Source: an optimization exercise on an open RTL-to-GDS flow (aim: small area). Production flows keep margins and buffers that such runs may drop.
The RTL was checked by simulation tests, not by an equivalence proof against the original design.
No driver is modelled on the clock port, so clock power and skew are understated where the tree is cut down; a real chip needs a root buffer or a tree.
Power figures rest on the tool's default switching activity, not on a simulated workload.

==> run a <==
==> flow/design.v (excerpt) <==
module main(
	input logic		_clk, _rst,
	input logic		up, down,
	output logic		hsync, vsync,
	output logic		active,
	output logic		r, g, b
);
	logic clk;
	logic rst;
	assign clk = _clk;
	assign rst = ~_rst;
	localparam MAX_H = 799;
	localparam MAX_V = 524;
	logic [9:0] hp, vp;
	always_ff @(posedge clk, posedge rst)
		if (rst)		hp <= '0;
		else if (hp == MAX_H)	hp <= '0;
		else			hp <= hp + 1'b1;
	always_ff @(posedge clk, posedge rst)
		if (rst)		vp <= '0;
		else if (hp == MAX_H) begin
			if (vp == MAX_V)	vp <= '0;
			else 			vp <= vp + 1'b1;
		end
	wire hblank = hp[9] && (hp[8] || hp[7]);	 
	wire tick = (hp == MAX_H) && (vp == 10'd489);
	assign hsync = (10'd656 <= hp && hp <= 10'd751);
	assign vsync = (10'd490 <= vp && vp <= 10'd491);
	assign active = !hblank && (vp < 10'd480);
	wire [5:0] col = hp[9:4];
	wire [4:0] trow = vp[8:4];
	wire [3:0] py = vp[3:0];
	wire [3:0] px = hp[3:0];
	logic [4:0] ship_y;
	always_ff @(posedge clk, posedge rst)
		if (rst) 				ship_y <= '0;
		else if (!tick)				ship_y <= ship_y;
		else if (~up && (ship_y != '0))		ship_y <= ship_y - 5'd1;
		else if (~down && (ship_y != 5'd29))	ship_y <= ship_y + 5'd1;
	logic [5:0] d;
	always_ff @(posedge clk, posedge rst)
		if (rst)		d <= 6'd43;
		else if (tick)		d <= (d == 6'd0) ? 6'd3 : d - 6'd1;
	wire [1:0] tail_frame = ~d[1:0];
	wire fwd = (px == 4'd15 && !hblank) || tick;
	wire bwd = hblank && (hp[1:0] == 2'b00);
	logic [4:0] obj_row;
	logic [1:0] obj_spr;
  ...
Settings: LEC_CHECK=0, CAP_MARGIN=5, CORE_MARGIN=2, CORE_UTILIZATION=70, GPL_TIMING_DRIVEN=0, PLACE_DENSITY=0.8, SLEW_MARGIN=5; clock period 40.0 ns.
standard.sh (not shown) runs the stock make flow with config.mk's settings and CLKGATE_MAP_FILE= SYNTH_SCRIPT=/design/flow/synth_recipe.tcl, a recipe that flattens the netlist after the stock synthesis.
==> flow/flow/run.sh <==
#!/bin/bash
# Own layout flow: the standard flow (standard.sh) with two changes:
#  - synthesis maps the combinational logic with a stronger ABC script
#    (area.abc); registers are mapped before ABC, as in the standard synthesis;
#  - the clock is distributed by cts_own.tcl (a few clock buffers driven by
#    the clock port) instead of ORFS's CTS.
# Each step's output goes to a log file of its own in the work folder.
set -euo pipefail
W=$(pwd)
export OWN_ABC_SCRIPT=$W/flow/area.abc
export OWN_CLOCK_PORT=_clk
export OWN_CLOCK_BUF=${OWN_CLOCK_BUF:-sky130_fd_sc_hd__buf_12}
export OWN_CLOCK_GROUPS=${OWN_CLOCK_GROUPS:-3}
# the platform's don't-use cells, plus the largest buffers, which repair_design
# otherwise picks for the high-fanout reset and select nets
DU=$(bash standard.sh print-DONT_USE_CELLS 2>/dev/null | sed -n 's/^DONT_USE_CELLS: //p')
DU="$DU ${OWN_EXTRA_DONT_USE-sky130_fd_sc_hd__buf_4 sky130_fd_sc_hd__buf_6 sky130_fd_sc_hd__buf_8 sky130_fd_sc_hd__buf_12 sky130_fd_sc_hd__buf_16 sky130_fd_sc_hd__bufbuf_8 sky130_fd_sc_hd__bufbuf_16}"
S=(SYNTH_SCRIPT=$W/flow/own_synth.tcl ADDER_MAP_FILE= "BUFFER_PORTS_ARGS=-buffer_cell sky130_fd_sc_hd__buf_1" "DONT_USE_CELLS=$DU" "MIN_BUF_CELL_AND_PORTS=sky130_fd_sc_hd__buf_1 A X")
bash standard.sh "${S[@]}" place > $W/flow_place.log 2>&1
bash standard.sh "${S[@]}" RUN_SCRIPT=$W/flow/cts_own.tcl RUN_LOG_NAME_STEM=4_1_cts run > $W/flow_cts.log 2>&1
bash standard.sh "${S[@]}" finish > $W/flow_finish.log 2>&1
==> flow/flow/cts_own.tcl <==
# Clock distribution for a small design: the registers are split into
# OWN_CLOCK_GROUPS groups by place (k-means), and one clock buffer per group,
# driven by the clock port, drives the group's clock pins (ORFS's CTS builds a
# nine-buffer tree plus dummy loads for 79 registers). Writes the same
# results as ORFS's cts step.
source $::env(SCRIPTS_DIR)/load.tcl
erase_non_stage_variables cts
load_design 3_place.odb 3_place.sdc
set_dont_use $::env(DONT_USE_CELLS)

set block [ord::get_db_block]
set db [ord::get_db]
set port_net [[$block findBTerm $::env(OWN_CLOCK_PORT)] getNet]
set master [$db findMaster $::env(OWN_CLOCK_BUF)]
set k $::env(OWN_CLOCK_GROUPS)
$port_net setSigType CLOCK

# the clock pins and their locations
set pins {}
foreach it [$port_net getITerms] {
  set bb [[$it getInst] getBBox]
  lappend pins [list $it [expr { ([$bb xMin] + [$bb xMax]) / 2.0 }] \
    [expr { ([$bb yMin] + [$bb yMax]) / 2.0 }]]
}
set n [llength $pins]
# k-means on the pin locations, seeded along the sorted x order
set sorted [lsort -real -index 1 $pins]
set cx {}
set cy {}
for { set g 0 } { $g < $k } { incr g } {
  set p [lindex $sorted [expr { int(($g + 0.5) * $n / $k) }]]
  lappend cx [lindex $p 1]
  lappend cy [lindex $p 2]
}
for { set iter 0 } { $iter < 50 } { incr iter } {
  set assign {}
  foreach p $pins {
    set best 0
    set bd 1e30
    for { set g 0 } { $g < $k } { incr g } {
      set dx [expr { [lindex $p 1] - [lindex $cx $g] }]
      set dy [expr { [lindex $p 2] - [lindex $cy $g] }]
      set d [expr { abs($dx) + abs($dy) }]
      if { $d < $bd } { set bd $d; set best $g }
    }
    lappend assign $best
  }
  for { set g 0 } { $g < $k } { incr g } {
    set sx 0.0; set sy 0.0; set m 0
    foreach p $pins a $assign {
      if { $a == $g } {
        set sx [expr { $sx + [lindex $p 1] }]
        set sy [expr { $sy + [lindex $p 2] }]
        incr m
      }
    }
    if { $m > 0 } {
      lset cx $g [expr { $sx / $m }]
      lset cy $g [expr { $sy / $m }]
    }
  }
}
for { set g 0 } { $g < $k } { incr g } {
  set buf [odb::dbInst_create $block $master clkbuf_own_$g]
  set net [odb::dbNet_create $block clknet_own_$g]
  $net setSigType CLOCK
  set m 0
  foreach p $pins a $assign {
    if { $a == $g } {
      set it [lindex $p 0]
      $it disconnect
      $it connect $net
      incr m
    }
  }
  puts "clock buffer $g drives $m clock pins"
  [$buf findITerm A] connect $port_net
  [$buf findITerm X] connect $net
  $buf setLocation [expr { int([lindex $cx $g]) }] [expr { int([lindex $cy $g]) }]
  $buf setPlacementStatus PLACED
}

set_placement_padding -global \
  -left $::env(CELL_PAD_IN_SITES_DETAIL_PLACEMENT) \
  -right $::env(CELL_PAD_IN_SITES_DETAIL_PLACEMENT)
detailed_placement
check_placement -verbose

set_propagated_clock [all_clocks]
estimate_parasitics -placement
report_clock_skew
report_check_types -max_slew -max_capacitance -violators
repair_timing_helper
detailed_placement
check_placement -verbose
report_metrics 4 "cts final"
orfs_write_db $::env(RESULTS_DIR)/4_1_cts.odb
orfs_write_sdc $::env(RESULTS_DIR)/4_cts.sdc
Other scripts of this flow, unchanged in this note and not shown: flow/flow/area.abc, flow/flow/own_synth.tcl
==> run b (differences from run a) <==
--- a/flow/flow/run.sh
+++ b/flow/flow/run.sh
@@ -10,5 +10,5 @@
 export OWN_ABC_SCRIPT=$W/flow/area.abc
 export OWN_CLOCK_PORT=_clk
-export OWN_CLOCK_BUF=${OWN_CLOCK_BUF:-sky130_fd_sc_hd__buf_12}
+export OWN_CLOCK_BUF=${OWN_CLOCK_BUF:-sky130_fd_sc_hd__clkbuf_16}
 export OWN_CLOCK_GROUPS=${OWN_CLOCK_GROUPS:-3}
 # the platform's don't-use cells, plus the largest buffers, which repair_design
==> comparison <==
- Run b passed the timing, design-rule and antenna checks. Run a went through all stages and came out clean.
- In run a the sequential share of layout area is higher than in run b, by 0.10 points.
- In run a the via count is smaller than in run b, by about 0.26%.
- In run a the wire length is lower than in run b, by about 1.6%.
- Synthesized area is the same in run a and run b.
- Register-to-register slack is about the same in run a and run b.
- Between run b and run a, the lower first-iteration DRC count is in run b (gap about 6.4%, measured against run a).
==> figures <==
Sum of routed wire segments on met1: run a 5.741 mm; run b 5.717 mm
Leakage power of the design: run a 1.999 nW; run b 2.008 nW
Multi-input combinational area share: run a 50.09%; run b 49.95%
Status: run a timing/DRC/antenna clean; run b timing/DRC/antenna clean
Clock Skew: run a 14.36 ps; run b 18.20 ps
Total length of routed wires: run a 13.66 mm; run b 13.89 mm
Design internal power: run a 0.09301 mW; run b 0.09465 mW
Highest ir drop seen on vdd: run a 0.03904 mV; run b 0.04022 mV
Overall via count from detail_route: run a 5,414; run b 5,428
Global routing met2 resource utilization: run a 54.10%; run b 54.61%
CP peak stage delay: run a 620 ps; run b 630 ps
Fraction of power consumed by the clock network: run a 28.2%; run b 29.1%
Power, Total: run a 0.1163 mW; run b 0.1179 mW
In every run of this note, the design's own scripts or RTL, not TritonCTS, make the clock network.

## what the ideal ports hide
Ports are ideal in the flow. The routed layouts listed here were re-timed in OpenROAD.
Step 1, drivers: a clkbuf_16 drives _clk and a buf_2 each remaining input, both assumed.
Step 2 moves the port delays by t, midway between the first and last clock arrival at a register: inputs arrive t later, outputs are due t later. That takes back most of the time a late clock gives input paths.
Slacks: ideal / step 1 / step 2; pairs: ideal / step 1.
run	t (ns)	setup slack, ns	latest minus earliest clock arrival (ns)
run a	0.211	27.410 / 27.336 / 27.547	0.015 / 0.015
run b	0.235	27.349 / 27.279 / 27.514	0.018 / 0.018
After both steps every run listed still meets setup and hold.
